Background: an optimization exercise with open tools, aiming at small area. Do not read the settings as production practice.
The RTL was checked by simulation tests, not by an equivalence proof against the original design.

Design systolic_array_8x8, start of the top module:
module systolic_array_8x8 #(parameter DEPTH=8, DATA_WIDTH=8, OUT_SELECT_WIDTH=6) (
	input clk, rstn,
	input r_en, w_en,
	input [2:0] row_select,
	input [2:0] col_select,
	input [OUT_SELECT_WIDTH-1:0] out_select,
	input signed [DATA_WIDTH-1:0] in_row,
	input signed [DATA_WIDTH-1:0] in_col,
	output signed [DATA_WIDTH-1:0] mux_data_out,
	output row_fifo_0_full,
	output row_fifo_0_empty,
	output row_fifo_1_full,
	output row_fifo_1_empty,
	output row_fifo_2_full,
	output row_fifo_2_empty,
	output row_fifo_3_full,
	output row_fifo_3_empty,
	output row_fifo_4_full,
	output row_fifo_4_empty,
	output row_fifo_5_full,
	output row_fifo_5_empty,
	output row_fifo_6_full,
	output row_fifo_6_empty,
	output row_fifo_7_full,
	output row_fifo_7_empty,
	output col_fifo_0_full,
	output col_fifo_0_empty,
	output col_fifo_1_full,
	output col_fifo_1_empty,
	output col_fifo_2_full,
	output col_fifo_2_empty,
	output col_fifo_3_full,
	output col_fifo_3_empty,
	output col_fifo_4_full,
	output col_fifo_4_empty,
	output col_fifo_5_full,
	output col_fifo_5_empty,
	output col_fifo_6_full,
	output col_fifo_6_empty,
	output col_fifo_7_full,
	output col_fifo_7_empty
);
	wire [7:0] row_full, row_empty, col_full, col_empty;
	assign row_fifo_0_full = row_full[0];
	assign row_fifo_0_empty = row_empty[0];
	assign row_fifo_1_full = row_full[1];
	assign row_fifo_1_empty = row_empty[1];
	assign row_fifo_2_full = row_full[2];
	assign row_fifo_2_empty = row_empty[2];
	assign row_fifo_3_full = row_full[3];
	assign row_fifo_3_empty = row_empty[3];
	assign row_fifo_4_full = row_full[4];
	assign row_fifo_4_empty = row_empty[4];
	assign row_fifo_5_full = row_full[5];
	assign row_fifo_5_empty = row_empty[5];
	assign row_fifo_6_full = row_full[6];
	assign row_fifo_6_empty = row_empty[6];
	assign row_fifo_7_full = row_full[7];
	assign row_fifo_7_empty = row_empty[7];
	assign col_fifo_0_full = col_full[0];
	assign col_fifo_0_empty = col_empty[0];
	assign col_fifo_1_full = col_full[1];
  ...
export LEC_CHECK = 0
export CAP_MARGIN = 20
export CORE_MARGIN = 2
export CORE_UTILIZATION = 60
export CTS_BUF_LIST = sky130_fd_sc_hd__clkbuf_16
export CTS_CLUSTER_DIAMETER = 80
export CTS_CLUSTER_SIZE = 24
export SLEW_MARGIN = 20
export SYNTH_HIERARCHICAL = 1
export SYNTH_MINIMUM_KEEP_SIZE = 0
create_clock -name core_clock -period 10.0 [get_ports {clk}]
standard.sh (not shown) runs the stock make flow with config.mk's settings and CLKGATE_MAP_FILE= SYNTH_SCRIPT=/design/flow/synth_recipe.tcl, a recipe that flattens the netlist after the stock synthesis.
==> flow/flow/run.sh <==
#!/bin/bash
# The standard layout, except that synthesis maps the logic with
# flow/abc.script: synth_recipe.tcl with an abc wrapper (flow/abc_proc.tcl)
# inserted after its first line. Everything else, registers included, is
# the standard synthesis and layout. make's output goes to standard.log,
# each ORFS step's log to orfs/logs/.
set -euo pipefail
export FLOW_ABC_SCRIPT="$PWD/flow/abc.script"
{ head -n 1 synth_recipe.tcl; cat flow/abc_proc.tcl; tail -n +2 synth_recipe.tcl; } > synth_abc.tcl
bash standard.sh SYNTH_SCRIPT="$PWD/synth_abc.tcl" finish > standard.log 2>&1
==> flow/flow/abc.script <==
&get -n
&st
&dch
&nf -R 1000
&st
&syn2
&if -g -K 6
&synch2
&nf -R 1000
&st
&syn2
&if -g -K 6
&synch2
&nf -R 1000
&st
&syn2
&if -g -K 6
&synch2
&nf -R 1000
&st
&syn2
&if -g -K 6
&synch2
&nf -R 1000
&st
&syn2
&if -g -K 6
&synch2
&nf -R 1000
&put
==> flow/flow/abc_proc.tcl <==
# Use this flow's ABC script (ORFS's speed script without its final buffering
# and gate upsizing, with more area recovery) for the technology mapping.
proc abc {args} {
  set i [lsearch -exact $args -script]
  if { $i >= 0 } {
    set args [lreplace $args [expr {$i + 1}] [expr {$i + 1}] $::env(FLOW_ABC_SCRIPT)]
  }
  yosys abc {*}$args
}
Change:
==> flow/run.sh (new file) <==
#!/bin/bash
# synth_recipe.tcl (not shown) runs the flow's synth.tcl, then flattens the netlist and writes it again
# the make line also repeats each setting of config.mk as NAME=value (left out here)
make -C /OpenROAD-flow-scripts/flow DESIGN_CONFIG=/design/flow/config.mk WORK_HOME=/design/flow/orfs CLKGATE_MAP_FILE= SYNTH_SCRIPT=/design/flow/synth_recipe.tcl finish
removed: flow/flow/run.sh
removed: flow/flow/abc.script
removed: flow/flow/abc_proc.tcl
removed: flow/standard.sh
=> The new run produced a clean layout; non-clock buffer count rose by 45; global-route usage fell by 0.89 points; final area rose by 3.9%; routed wire length rose by 2.4%.

==> static timing again, ports no longer ideal <==
Ports are ideal in the flow. The routed layouts listed here were re-timed in OpenROAD.
Step 1 assumes that a clkbuf_16 drives the clock port and a buf_2 every other input.
Step 2 moves the port delays by t, midway between the first and last clock arrival at a register: inputs arrive t later, outputs are due t later. That takes back most of the time a late clock gives input paths.
Slacks: no drivers / after step 1 / after step 2; pairs: no drivers / after step 1.
run | t, ns | setup slack, ns | hold WS [ns] | worst slew at a driven data input, ns | pins driven straight from the clock port
the first run | 0.925 | 1.508 / 1.344 / 1.344 | 0.347 / 0.347 / 0.347 | 0.19 | 1
the second run | 0.901 | 1.310 / 1.099 / 1.099 | 0.353 / 0.353 / 0.353 | 0.21 | 1
After both steps every run listed still meets setup and hold. For the second run, which loses most, drivers alone change the setup slack by -0.211 ns; drivers and shift together by -0.211 ns.
